This design comes from an exercise in tuning for small area on the open sky130 flow, not from production work.
Function was checked by simulation only, so behaviour that the tests miss may differ from the original.
No run shown here takes its clock network from TritonCTS; it comes from the design's own scripts or RTL.
The clock input has no modelled driver; a real chip could not lean on it and would need a root buffer or a full tree.
No activity file was given, so power comes from the tool's default toggle rates.

<file path="design.v">
module frequencyDivider (
	input clock,
	input reset,
	output reg txenable1,
	output reg rxenable1,
	output txtick,
	output rxtick
);
reg txMod2;
reg [2:0] txMod7;
reg [4:0] txMod31;
reg [4:0] rxMod27;
localparam [15:0] FB = 16'd39780;
wire txPair = txMod7[2:1] == 2'b10 && txMod31[4:1] == 4'b0101;
wire txZero = ~txMod2 & txPair & txMod7[0] & ~txMod31[0];
wire txOne = txPair & ~txMod7[0] & txMod31[0];	 
assign txtick = txMod2 & txOne;
wire rxPair = rxMod27[4:1] == 4'd5;
wire rxZero = ~txMod2 & rxPair & (rxMod27[0] == 1'b0);
wire rxOne = rxPair & (rxMod27[0] == 1'b1);	 
assign rxtick = txMod2 & rxOne;
always @(posedge clock) begin
	if (reset) begin
		txMod2 <= 1'b0;
		txMod7 <= 3'b101;
		txMod31 <= 5'b01010;
		rxMod27 <= 5'd10;
		txenable1 <= 1'b0;
		rxenable1 <= 1'b0;
	end else begin
		txMod2 <= ~txMod2;
		txMod7 <= {~txMod7[1:0], ~(txMod7[2] ^ txMod7[1])};
		txMod31 <= {~txMod31[3:0], ~(txMod31[4] ^ txMod31[2])};
		rxMod27 <= {~rxMod27[3:0], FB[{rxMod27[4], rxMod27[2], rxMod27[1], rxMod27[0]}]};
		txenable1 <= txZero | (txenable1 & ~(~txMod2 & txOne));
		rxenable1 <= rxZero | (rxenable1 & ~(~txMod2 & rxOne));
	end
end
endmodule
module transmitter (
	input clock,
	input reset,
	input tick,
	input transmit,
	input [7:0] txDataIn,
	output reg txDataOut
);
reg [3:0] state;
wire idle = state[3] & state[0];
always @(posedge clock) begin
	if (reset) begin
		state <= 4'd9;
		txDataOut <= 1'b1;
	end else if (tick & (~idle | transmit)) begin
		state <= (state + 4'd1) & {4{~idle}};
		txDataOut <= state[3] ? ~idle : txDataIn[state[2:0]];
	end
end
endmodule
module receiver (
	input clock,
	input reset,
	input tick,
	input rxDataIn,
	output reg [7:0] rxDataOut
);
reg [6:0] q;
wire idle = ~q[6] & ~q[5];
wire step = tick & ~idle;
wire load = tick & idle & ~rxDataIn;
wire [6:0] qn = q + 7'd1;
wire [6:0] qstep = q + {6'd0, step};
wire sample = step & qn[6] & ~qn[2] & ~qn[1] & ~qn[0];
always @(posedge clock) begin
	if (reset) begin
		q <= 7'd0;
		rxDataOut <= 8'd0;
	end else begin
		q <= qstep | ({7{load}} & 7'd53);
		if (sample)
			rxDataOut[qn[5:3]] <= rxDataIn;
	end
end
endmodule
module uart (
	input clock,             
	input reset,             
	input transmit,          
	input [7:0] dataIn,      
	output txenable,         
	output rxenable,         
	output [7:0] dataOut,    
	output txOutData         
);
wire txtick, rxtick;
frequencyDivider frequencyDivider1 (
	.clock(clock),
	.reset(reset),
	.txenable1(txenable),
	.rxenable1(rxenable),
	.txtick(txtick),
	.rxtick(rxtick)
);
transmitter tx (
	.clock(clock),
	.reset(reset),
	.tick(txtick),
	.transmit(transmit),
	.txDataIn(dataIn),
	.txDataOut(txOutData)
);
receiver rx (
	.clock(clock),
	.reset(reset),
	.tick(rxtick),
	.rxDataIn(txOutData),
	.rxDataOut(dataOut)
);
endmodule
</file>
<file path="flow/run.sh">
#!/bin/bash
# Own layout flow. The standard synthesis, then the combinational logic
# mapped again for area by ABC, in two ways and with several ABC scripts
# each, keeping the smallest netlist:
#  - resyn.tcl: the standard netlist's logic re-mapped (registers untouched);
#  - hier.tcl: the design synthesized with each module mapped on its own, its
#    registers then given the standard netlist's names by rename_regs.py
#    (used only if the registers pair one to one with the same cell types).
# Then the standard ORFS layout of that netlist, with 1x port buffers (2x on
# reset, gpl_pre.tcl) and a two-buffer clock distribution (cts_pre.tcl).
# Each tool writes its own log in this folder.
set -euo pipefail
W=$PWD
F=$W/flow
bash standard.sh synth > $W/std_synth.log 2>&1
cp $W/orfs/results/$FLOW_PLATFORM/uart/base/1_2_yosys.v $W/std_netlist.v
export LIBFILE=$FLOW_HOME/platforms/sky130hd/lib/sky130_fd_sc_hd__tt_025C_1v80.lib
export DONT_USE_CELLS="$(make -s -C $FLOW_HOME DESIGN_CONFIG=$W/config.mk print-DONT_USE_CELLS 2>/dev/null | sed -n 's/^DONT_USE_CELLS: //p')"
export STD_NETLIST=$W/std_netlist.v DESIGN_FILE=$W/design.v
mkdir -p $W/resyn
for s in $F/area_*.abc; do
  n=$(basename $s .abc)
  (cd $W/resyn && OUT_NETLIST=$W/resyn/flat_$n.v ABC_SCRIPT=$s STAT_FILE=$W/resyn/flat_$n.stat \
    yosys -c $F/resyn.tcl > $W/resyn_flat_$n.log 2>&1) &
  (cd $W/resyn && OUT_NETLIST=$W/resyn/hier_raw_$n.v ABC_SCRIPT=$s STAT_FILE=$W/resyn/hier_$n.stat \
    yosys -c $F/hier.tcl > $W/resyn_hier_$n.log 2>&1 &&
    python3 $F/rename_regs.py $W/std_netlist.v $W/resyn/hier_raw_$n.v $W/resyn/hier_$n.v \
    > $W/rename_hier_$n.log 2>&1 || rm -f $W/resyn/hier_$n.stat) &
done
wait
for f in $W/resyn/*.stat; do
  if [[ -f ${f%.stat}.v ]]; then echo "$(awk '/Chip area/{print $NF}' $f) ${f%.stat}.v"; fi
done | sort -g > $W/resyn_choice.txt
cp "$(head -1 $W/resyn_choice.txt | cut -d' ' -f2)" $W/resyn.v
rm -rf $W/orfs
export SYNTH_NETLIST_FILES=$W/resyn.v
export PRE_GLOBAL_PLACE_TCL=$F/gpl_pre.tcl DONT_BUFFER_PORTS=1 RESET_PORT_NAME=reset GPL_TIMING_DRIVEN=0
export PRE_CTS_TCL=$F/cts_pre.tcl CLOCK_BUF_CELL=sky130_fd_sc_hd__clkbuf_8 CLOCK_BUF_COUNT=2 CLOCK_PORT_NAME=clock
bash standard.sh > $W/layout.log 2>&1
</file>
<file path="flow/area_a7.abc">
strash
dch -f
map -a
strash
dch -f
map -a
</file>
<file path="flow/area_m1.abc">
strash
&get -n
&deepsyn -I 4 -J 50
&put
dc2
dch -f
map -a
mfs2
strash
dc2
dch -f
map -a
</file>
<file path="flow/area_m4.abc">
strash
&get -n
&deepsyn -I 4 -J 50
&put
dc2
dch -f
map -a
strash
dc2
dch -f
map -a
strash
dc2
dch -f
map -a
</file>
<file path="flow/area_s1.abc">
strash
&get -n
&deepsyn -I 4 -J 50 -S 1
&put
dc2
dch -f
map -a
strash
dc2
dch -f
map -a
</file>
<file path="flow/area_s2.abc">
strash
&get -n
&deepsyn -I 4 -J 50 -S 2
&put
dc2
dch -f
map -a
strash
dc2
dch -f
map -a
</file>
<file path="flow/area_s3.abc">
strash
&get -n
&deepsyn -I 4 -J 50 -S 3
&put
dc2
dch -f
map -a
strash
dc2
dch -f
map -a
</file>
<file path="flow/area_s4.abc">
strash
&get -n
&deepsyn -I 4 -J 50 -S 4
&put
dc2
dch -f
map -a
strash
dc2
dch -f
map -a
</file>
<file path="flow/area_s6.abc">
strash
&get -n
&deepsyn -I 4 -J 50 -S 6
&put
dc2
dch -f
map -a
strash
dc2
dch -f
map -a
</file>
<file path="flow/cts_pre.tcl">
# Clock distribution for a small design, in place of TritonCTS's tree (which
# builds a root buffer and four leaf buffers): the flip-flops are split by
# position into CLOCK_BUF_COUNT groups of about equal size, and each group's
# clock pins are fed by one buffer placed at the group's centre. The clock
# port drives only these buffers, so every flip-flop is one buffer from it.
set block [ord::get_db_block]
set master [[ord::get_db] findMaster $::env(CLOCK_BUF_CELL)]
set clknet [$block findNet $::env(CLOCK_PORT_NAME)]
set k $::env(CLOCK_BUF_COUNT)
set sinks {}
foreach iterm [$clknet getITerms] {
  set bb [[$iterm getInst] getBBox]
  lappend sinks [list [expr {([$bb xMin] + [$bb xMax]) / 2}] [expr {([$bb yMin] + [$bb yMax]) / 2}] $iterm]
}
set n [llength $sinks]
# split along the longer side of the sinks' bounding box
set xs [lmap s $sinks {lindex $s 0}]
set ys [lmap s $sinks {lindex $s 1}]
set dx [expr {[tcl::mathfunc::max {*}$xs] - [tcl::mathfunc::min {*}$xs]}]
set dy [expr {[tcl::mathfunc::max {*}$ys] - [tcl::mathfunc::min {*}$ys]}]
set axis [expr {$dx >= $dy ? 0 : 1}]
set sinks [lsort -integer -index $axis $sinks]
for {set g 0} {$g < $k} {incr g} {
  set lo [expr {$g * $n / $k}]
  set hi [expr {($g + 1) * $n / $k - 1}]
  set group [lrange $sinks $lo $hi]
  set net [odb::dbNet_create $block clknet_$g]
  $net setSigType CLOCK
  set inst [odb::dbInst_create $block $master clkbuf_$g]
  set sx 0; set sy 0
  foreach s $group {
    set sx [expr {$sx + [lindex $s 0]}]
    set sy [expr {$sy + [lindex $s 1]}]
    set iterm [lindex $s 2]
    $iterm disconnect
    $iterm connect $net
  }
  [$inst findITerm A] connect $clknet
  [$inst findITerm X] connect $net
  set m [llength $group]
  $inst setLocation [expr {$sx / $m}] [expr {$sy / $m}]
  $inst setPlacementStatus PLACED
  puts "clock buffer clkbuf_$g ($::env(CLOCK_BUF_CELL)) drives $m clock pins"
}
rename clock_tree_synthesis tritoncts_clock_tree_synthesis
proc clock_tree_synthesis { args } { puts "TritonCTS skipped: the clock is buffered by cts_pre.tcl" }
</file>
<file path="flow/gpl_pre.tcl">
# Port buffers, as the standard flow makes them but with 1x buffers; the
# reset input, which fans out to most of the design, gets a 2x buffer.
buffer_ports -buffer_cell sky130_fd_sc_hd__buf_1
set block [ord::get_db_block]
set bt [$block findBTerm $::env(RESET_PORT_NAME)]
set net [$bt getNet]
foreach iterm [$net getITerms] {
  set inst [$iterm getInst]
  if { [[$inst getMaster] getName] == "sky130_fd_sc_hd__buf_1" } {
    $inst swapMaster [[ord::get_db] findMaster sky130_fd_sc_hd__buf_2]
    puts "reset port buffer [$inst getName] is sky130_fd_sc_hd__buf_2"
  }
}
</file>
<file path="flow/hier.tcl">
# Synthesis of the design with its module hierarchy kept while ABC maps each
# module's logic on its own, then flattened. rename_regs.py then gives its
# registers the standard synthesis's names (and checks their cell types).
yosys -import
set lib $::env(LIBFILE)
set top $::env(FLOW_TOP)
read_verilog -defer $::env(DESIGN_FILE)
hierarchy -top $top
synth -nofsm -noshare -top $top
set du {}
foreach c $::env(DONT_USE_CELLS) { lappend du -dont_use $c }
dfflibmap -liberty $lib {*}$du
opt
setundef -zero
abc -liberty $lib {*}$du -script $::env(ABC_SCRIPT)
opt_clean -purge
flatten
opt_clean -purge
hilomap -singleton -hicell sky130_fd_sc_hd__conb_1 HI -locell sky130_fd_sc_hd__conb_1 LO
select $top
tee -o $::env(STAT_FILE) stat -liberty $lib
write_verilog -noattr -noexpr -nohex -nodec -selected $::env(OUT_NETLIST)
</file>
<file path="flow/rename_regs.py">
#!/usr/bin/env python3
"""Give the registers of a netlist the instance names of the standard
synthesis's registers, pairing them by the net on their Q pin. Fails (exit 1)
unless both netlists hold the same registers, one to one, of the same cell
types. Usage: rename_regs.py standard.v netlist.v out.v"""
import re, sys
SEQ = re.compile(r'sky130_fd_sc_hd__(?:df|edf|sdf|sedf|dl)\w*')
INST = re.compile(r'^(\s*)(sky130_fd_sc_hd__\w+)\s+(\\\S+\s|\S+)\s*\((.*?)\);', re.S | re.M)
def regs(text):
    out = {}
    for m in INST.finditer(text):
        typ, name, pins = m.group(2), m.group(3).strip(), m.group(4)
        if not SEQ.fullmatch(typ):
            continue
        q = re.search(r'\.Q\(([^()]*)\)', pins)
        if not q:
            sys.exit('register %s has no Q' % name)
        key = re.sub(r'[\\\s]', '', q.group(1))
        if key in out:
            sys.exit('two registers drive %s' % key)
        out[key] = (typ, name, m.start(3), m.end(3))
    return out
std = regs(open(sys.argv[1]).read())
text = open(sys.argv[2]).read()
new = regs(text)
if set(std) != set(new):
    sys.exit('registers differ: %s' % sorted(set(std) ^ set(new)))
for k in std:
    if std[k][0].rsplit('_', 1)[0] != new[k][0].rsplit('_', 1)[0]:
        sys.exit('register on %s is %s, not %s' % (k, new[k][0], std[k][0]))
taken = set(n for _, n, _, _ in std.values())
for m in INST.finditer(text):
    if m.group(3).strip() in taken and not SEQ.fullmatch(m.group(2)):
        sys.exit('name %s already used' % m.group(3))
parts, last = [], 0
for k, (typ, name, s, e) in sorted(new.items(), key=lambda kv: kv[1][2]):
    parts.append(text[last:s])
    nm = std[k][1]
    parts.append(nm + ' ' if nm.startswith('\\') else nm + ' ')
    last = e
parts.append(text[last:])
open(sys.argv[3], 'w').write(''.join(parts))
print('renamed %d registers' % len(new))
</file>
<file path="flow/resyn.tcl">
# Re-map the combinational logic of the standard synthesis netlist for area.
# The flip-flops are kept as they are (same instances, names and cell types).
yosys -import
set lib $::env(LIBFILE)
set top $::env(FLOW_TOP)
read_liberty -ignore_miss_func $lib
read_verilog -defer $::env(STD_NETLIST)
hierarchy -top $top
foreach m [split [string trim [tee -q -s result.string select -list-mod =sky130_fd_sc_hd__*df* =sky130_fd_sc_hd__*dl*]] "\n"] {
  setattr -mod -set keep_hierarchy 1 $m
}
flatten
opt -purge
techmap
opt -fast
set du {}
foreach c $::env(DONT_USE_CELLS) { lappend du -dont_use $c }
abc -liberty $lib {*}$du -script $::env(ABC_SCRIPT)
opt_clean -purge
hilomap -singleton -hicell sky130_fd_sc_hd__conb_1 HI -locell sky130_fd_sc_hd__conb_1 LO
select $top
tee -o $::env(STAT_FILE) stat -liberty $lib
write_verilog -noattr -noexpr -nohex -nodec -selected $::env(OUT_NETLIST)
</file>
<file path="standard.sh">
#!/bin/bash
# synth_recipe.tcl (not shown) runs the flow's synth.tcl, then flattens the netlist and writes it again
# the make line also repeats each setting of config.mk as NAME=value (left out here)
make -C /OpenROAD-flow-scripts/flow DESIGN_CONFIG=/design/flow/config.mk WORK_HOME=/design/flow/orfs CLKGATE_MAP_FILE= SYNTH_SCRIPT=/design/flow/synth_recipe.tcl "${@:-finish}"
</file>
<file path="config.mk">
export PLATFORM = sky130hd
export DESIGN_NAME = uart
export DESIGN_NICKNAME = uart
export VERILOG_FILES = /design/flow/design.v
export SDC_FILE = /design/flow/constraint.sdc
export NUM_CORES = 4
export LEC_CHECK = 0
export CAP_MARGIN = 20
export CORE_MARGIN = 2
export CORE_UTILIZATION = 40
export GPL_TIMING_DRIVEN = 0
export SLEW_MARGIN = 20
</file>
<file path="constraint.sdc">
create_clock -name core_clock -period 20.0 [get_ports {clock}]
set_input_delay 4.0000 -clock core_clock [delete_from_list [all_inputs] [get_ports {clock}]]
set_output_delay 4.0000 -clock core_clock [all_outputs]
set_load 0.01 [all_outputs]
</file>
==> results of run 1 <==
-- state kept, by name, summed over array words and instances (netlist names) --
signal                       cells
frequencyDivider1.rxMod27        5
frequencyDivider1.rxenable1      1
frequencyDivider1.txMod2         1
frequencyDivider1.txMod31        5
frequencyDivider1.txMod7         3
frequencyDivider1.txenable1      1
rx.q                             7
rx.rxDataOut                     8
tx.state                         4
tx.txDataOut                     1
-- power breakdown --
| group | internal (mW) | switching (mW) | total (mW) |
|---|---|---|---|
| combinational | 0.00233 | 0.00419 | 0.00652 |
| sequential | 0.0738 | 0.00149 | 0.0752 |
| clock | 0.00932 | 0.0172 | 0.0265 |
-- final timing paths --
check / startpoint / to
worst max register to register: frequencyDivider1.rxMod27[1] / rx.rxDataOut[0]
worst min-delay path: frequencyDivider1.txMod7[1] / frequencyDivider1.txMod7[2]
worst max-delay path: reset / rx.rxDataOut[1]
worst min register to register: frequencyDivider1.txMod7[1] / frequencyDivider1.txMod7[2]
-- placed cells by master, fill, tap and decap left out --
cell,n
nor3_1,3
a211oi_1,1
o221ai_1,1
nand2_1,32
buf_1,20
buf_2,1
nor4_1,2
nand4_1,1
clkbuf_8,2
o21ai_0,18
nor2_1,26
o22ai_1,1
dfxtp_1,36
nand3_1,11
clkinv_1,19
xor2_1,1
a21oi_1,17
and2_2,1
a31oi_1,2
-- metal layers --
| layer | share of wire, % | wire length (µm) | vias up |
|---|---|---|---|
| li1 | - | - | 616 |
| met1 | 48 | 1160 | 507 |
| met2 | 47 | 1140 | 16 |
| met3 | 2.7 | 66 | 2 |
| met4 | 1.5 | 35 | 0 |
| met5 | 0 | 0 | - |
-- metrics by stage --
stage	utilization [%]	instances	hold slack, ns	cell area (µm²)	total power, mW
floorplan	-	172	0.370	1330	0.0807
global placement	47.1	237	0.374	1460	0.0832
detailed placement	47.1	237	0.380	1460	0.0835
CTS	47.9	239	0.380	1490	0.104
global route	47.9	239	0.420	1490	0.114
finish	47.9	239	0.401	1490	0.108
-- layout make-up --
type,count,area (µm²)
Sequential cell,36,721
Tap cell,44,55.1
Fill cell,338,1620
Buffer,2,27.5
Timing Repair Buffer,21,80.1
Multi-Input combinational cell,117,533
Inverter,19,71.3
-- worst reg2reg max path, stage by stage, from the launching register on --
cell and delay [ns]:
dfxtp_1 0.38, nand2_1 0.07, nor3_1 0.23, nand2_1 0.10
nor2_1 0.11, clkinv_1 0.08, nor2_1 0.13, and2_2 0.19
nand2_1 0.10, nor2_1 0.13, nand2_1 0.11, nor2_1 0.23
clkinv_1 0.20, nor2_1 0.11, o21ai_0 0.08, nor2_1 0.09
==> results.sh, run 1 <==
export IMPL_overflow=0
export IMPL_postRouteWirelength_mm=2.40
export IMPL_ctsHoldBuffers=0
export IMPL_busiest_layer="met2"
export IMPL_drive_gt1_share_pct=2.05
export IMPL_r2r_slack_ns=17.61
export IMPL_die_x_um=61.6
export IMPL_grt_use_met3_pct=0.840
export IMPL_grt_pass1_vias=1033
export IMPL_io_buffers=21
export IMPL_max_freq_ghz=0.202
export IMPL_period_needed_ns=4.94
export IMPL_coreArea_um2=3100
export IMPL_nets=208
export IMPL_rows=20
export IMPL_syn_avg_cell_area_um2=7.70
export IMPL_cts_setup_buffers=0
export IMPL_path_buf_inv=2
export IMPL_synth_nets=183
export IMPL_insertion_delay_ns=0.16
export IMPL_grtUsageTotal_pct=13.7
export IMPL_ff2ff_path_depth=15
export IMPL_power_density_nw_per_um2=72.8
export IMPL_maxCapViolCount=0
export IMPL_routabilityCongestion=0.738
export IMPL_drv_slew=0
export IMPL_crit_arrival_ns=4.99
export IMPL_dieArea_um2=3790
export IMPL_via_per_inst=4.77
export IMPL_crit_slowest_cell="clkinv_1"
export IMPL_floorplan_die_height_um=61.6
export IMPL_io_pins=22
export IMPL_ir_drop_mv=0.0361
export IMPL_area_growth_pct=12.3
export IMPL_antenna_cells=0
export IMPL_period_share_pct=24.7
export IMPL_drc=0
export IMPL_path_delay_family="buffers and inverters"
export IMPL_crit_required_ns=20.05
export IMPL_rsz0062_at_grt="no"
export IMPL_syn_area_um2=1330
export IMPL_max_stage_delay_ns=0.33
export IMPL_leakagePower_nw=0.524
export IMPL_drt_antenna_violating_nets=0
export IMPL_fin_worst_skew_ns=0.00196
export IMPL_tightest_slew_ns=0.439
export IMPL_setup_tns_ns=0
export IMPL_crit_type="primary input to flip-flop"
export IMPL_critical_path_cell_count=4
export IMPL_outcome="timing/DRC/antenna clean"
export IMPL_setup_viol=0
export IMPL_num_vias=1141
export IMPL_grt_pass1_wl_mm=4.17
export IMPL_grt_met2_usage_pct=25.4
export IMPL_drt_iter0_markers=60
export IMPL_drt_first_pass_iters=4
export IMPL_setup_worst_path_start_class="primary input"
export IMPL_setup_ws_ns=15.06
export IMPL_syn_inst=172
export IMPL_antenna_found_initial=0
export IMPL_grt_max_degree=19
export IMPL_start_util_pct=42.7
export IMPL_wire_per_inst_um=10.1
export IMPL_hold_viol=0
export IMPL_grt_use_met1_pct=18.1
export IMPL_post_cts_resized=0
export IMPL_hold_path_class="flip-flop to flip-flop"
export IMPL_yosys_warnings=0
export IMPL_cp_end_kind="flip-flop"
export IMPL_crit_chain="buf_2, clkinv_1, nand2_1, o21ai_0"
export IMPL_hold_depth=1
export IMPL_dp_slack_ns=14.85
export IMPL_place_hpwl_mm=1.86
export IMPL_clk_pin_slew_ns=0.10
export IMPL_maxSlewHeadroom_pct=70.4
export IMPL_crit_fanout=18
==> run 2, diff against run 1 <==
--- a/design.v
+++ b/design.v
@@ -48,10 +48,11 @@
 reg [3:0] state;
 wire idle = state[3] & state[0];
+wire last = state[3] & ~state[0];
 always @(posedge clock) begin
 	if (reset) begin
-		state <= 4'd9;
+		state <= 4'hf;
 		txDataOut <= 1'b1;
 	end else if (tick & (~idle | transmit)) begin
-		state <= (state + 4'd1) & {4{~idle}};
+		state <= (state + 4'd1) | {4{last}};
 		txDataOut <= state[3] ? ~idle : txDataIn[state[2:0]];
 	end
@@ -65,5 +66,7 @@
 	output reg [7:0] rxDataOut
 );
-reg [6:0] q;
+localparam [6:0] INV = 7'b0010101;
+reg [6:0] qr;
+wire [6:0] q = qr ^ INV;
 wire idle = ~q[6] & ~q[5];
 wire step = tick & ~idle;
@@ -74,8 +77,8 @@
 always @(posedge clock) begin
 	if (reset) begin
-		q <= 7'd0;
+		qr <= INV;
 		rxDataOut <= 8'd0;
 	end else begin
-		q <= qstep | ({7{load}} & 7'd53);
+		qr <= (qstep | ({7{load}} & 7'd53)) ^ INV;
 		if (sample)
 			rxDataOut[qn[5:3]] <= rxDataIn;
==> run 2 against run 1 <==
Sequential power hardly changed. Critical endpoint is now rx.rxDataOut[2]. Combinational power is 6.7% higher. Worst hold slack worse by 0.0012 ns. Critical path depth unchanged. First-iteration DRC count shrank 62%. Utilization is 0.098 points lower. Still clean. Worst setup slack worse by 0.11 ns. Clock skew up 0.0055 ns.
==> results.sh, run 2 <==
export IMPL_final_cells=234
export IMPL_largest_register_ffs=8
export IMPL_drt_iter0_markers=23
export IMPL_crit_required_ns=20.04
export IMPL_grt_max_degree=19
export IMPL_io_pins=22
export IMPL_tightest_slew_ns=0.687
export IMPL_syn_area_um2=1310
export IMPL_top_layer_used="met4"
export IMPL_die_x_um=61.2
export IMPL_setup_tns_ns=0
export IMPL_outcome="timing/DRC/antenna clean"
export IMPL_ctsHoldBuffers=0
export IMPL_fill_cells=317
export IMPL_cp_end_kind="flip-flop"
export IMPL_maxCapViolCount=0
export IMPL_wire_per_inst_um=10.1
export IMPL_ir_drop_mv=0.0266
export IMPL_overflow=0
export IMPL_post_cts_resized=0
export IMPL_fin_worst_skew_ns=0.00744
export IMPL_r2r_end="rx.rxDataOut[4]"
export IMPL_antenna_cells=0
export IMPL_period_share_pct=25.2
export IMPL_postRouteWirelength_mm=2.36
export IMPL_drv_slew=0
export IMPL_place_inst=232
export IMPL_clk_pin_slew_ns=0.11
export IMPL_max_freq_ghz=0.198
export IMPL_r2r_slack_ns=17.78
export IMPL_setup_viol=0
export IMPL_nets=203
export IMPL_dieArea_um2=3750
export IMPL_drive_gt1_share_pct=1.58
export IMPL_start_util_pct=42.6
export IMPL_period_needed_ns=5.05
export IMPL_io_buffers=21
export IMPL_min_delay_start="frequencyDivider1.txMod7[1]"
export IMPL_syn_inst=167
export IMPL_coreArea_um2=3080
export IMPL_insertion_delay_ns=0.16
export IMPL_layout_common_cells="dfxtp_1 (36), nor2_1 (29), o21ai_0 (25), nand2_1 (24), buf_1 (20)"
export IMPL_routabilityCongestion=0.752
export IMPL_maxSlewHeadroom_pct=53.8
export IMPL_hold_path_class="flip-flop to flip-flop"
export IMPL_drt_first_pass_iters=4
export IMPL_area_growth_pct=12.4
export IMPL_reg2reg_from="frequencyDivider1.rxMod27[1]"
export IMPL_crit_arrival_ns=5.09
export IMPL_syn_avg_cell_area_um2=7.84
export IMPL_cp_endpoint="rx.rxDataOut[2]"
export IMPL_dp_slack_ns=14.74
export IMPL_antenna_found_initial=0
export IMPL_floorplan_die_height_um=61.2
export IMPL_top_regs="rx.rxDataOut x8, rx.qr x7"
export IMPL_regMostFlops="rx.rxDataOut"
export IMPL_crit_fanout=14
export IMPL_drt_met1_wl_mm=1.20
export IMPL_num_vias=1149
export IMPL_crit_start="reset"
export IMPL_setup_ws_ns=14.95
export IMPL_rsz0062_at_grt="no"
export IMPL_via_per_inst=4.91
export IMPL_synth_nets=178
export IMPL_drc=0
export IMPL_place_hpwl_mm=1.84
export IMPL_leakagePower_nw=0.531
export IMPL_drt_antenna_violating_nets=0
export IMPL_hold_viol=0
export IMPL_grtUsageTotal_pct=13.8
export IMPL_ff2ff_path_depth=13
export IMPL_yosys_warnings=0
export IMPL_grt_pass1_vias=985
export IMPL_rows=20
export IMPL_grt_pass1_wl_mm=4.13
export IMPL_cts_setup_buffers=0
export IMPL_crit_type="primary input to flip-flop"
export IMPL_power_density_nw_per_um2=73.8
export IMPL_wl_met3_um=72
export IMPL_final_common_cell="dfxtp_1"
export IMPL_setup_worst_path_start_class="primary input"
export IMPL_met2_length_mm=1.07
run 2: cell count changes in the layout (fill, tap and decap cells not counted), sizes merged, moves of 2 or more:
cell   delta
o21ai     +7
nor2      +3
nand2     -8
a31oi     +2
a21oi     -7
run 2: cell type report:
cell class                      instances  area (µm²)  area share (%)
Timing Repair Buffer                   21        80.1            5.44
Multi-Input combinational cell        113         522            35.4
Inverter                               18        67.6            4.59
Buffer                                  2        27.5            1.87
Sequential cell                        36         721            48.9
Tap cell                               44        55.1            3.74
run 2: worst max-delay path, cell delays in order:
cell      delay [ns]
buf_2           0.26
clkinv_1        0.38
nand2_1         0.32
o21ai_0         0.13
run 2: report_power, final:
| part | total, mW | internal (mW) | switching (mW) |
|---|---|---|---|
| combinational | 0.00696 | 0.00252 | 0.00444 |
| clock | 0.0265 | 0.00931 | 0.0171 |
| sequential | 0.0753 | 0.0738 | 0.00151 |
| total | 0.109 | 0.0856 | 0.0231 |
run 2: worst min-delay path by stage:
stage	end	slack, ns	cells after the start
finish	frequencyDivider1.txMod7[2]	0.40	1
global route	frequencyDivider1.txMod7[2]	0.41	1
CTS	frequencyDivider1.txMod7[2]	0.38	1
detailed placement	frequencyDivider1.txMod31[1]	0.38	1
global placement	frequencyDivider1.txMod7[2]	0.37	1
floorplan	frequencyDivider1.txMod31[1]	0.37	1
run 2: stage by stage:
stage,total power [mW],utilization (%),hold slack [ns],area (µm²)
after detailed placement,0.0840,47.0,0.377,1450
after global routing,0.115,47.8,0.415,1470
after floorplan,0.0812,-,0.370,1310
final,0.109,47.8,0.400,1470
after CTS,0.104,47.8,0.378,1470
after global placement,0.0837,47.0,0.371,1450
run 2: routing by layer:
| layer | global-route usage (%) | vias up |
|---|---|---|
| met4 | 1.24 | 0 |
| met1 | 19.8 | 520 |
| met2 | 23.9 | 15 |
| li1 | - | 612 |
| met5 | 0 | - |
| met3 | 0.840 | 2 |

[static timing again, ports no longer ideal]
How much do the figures lean on ideal ports? The routed layouts below were timed once more, with nothing changed but the port constraints. Step 1 sets driving cells, clkbuf_16 on the clock port and buf_2 on the other inputs (assumed; they add their load-dependent delay and slew). Step 2, shift: input delay + t, output delay - t, t = (earliest + latest rising clock arrival at the registers) / 2. This alone moves slack from input paths to output paths. a / b / c = no drivers / after step 1 / after step 2; a / b = the first two.
run | shift t [ns] | setup slack, ns | worst register clock-pin slew, ns
run 1 | 0.192 | 15.058 / 15.071 / 14.879 | 0.10 / 0.10
run 2 | 0.190 | 14.951 / 14.962 / 14.772 | 0.11 / 0.11
After both steps every run listed still meets setup and hold.
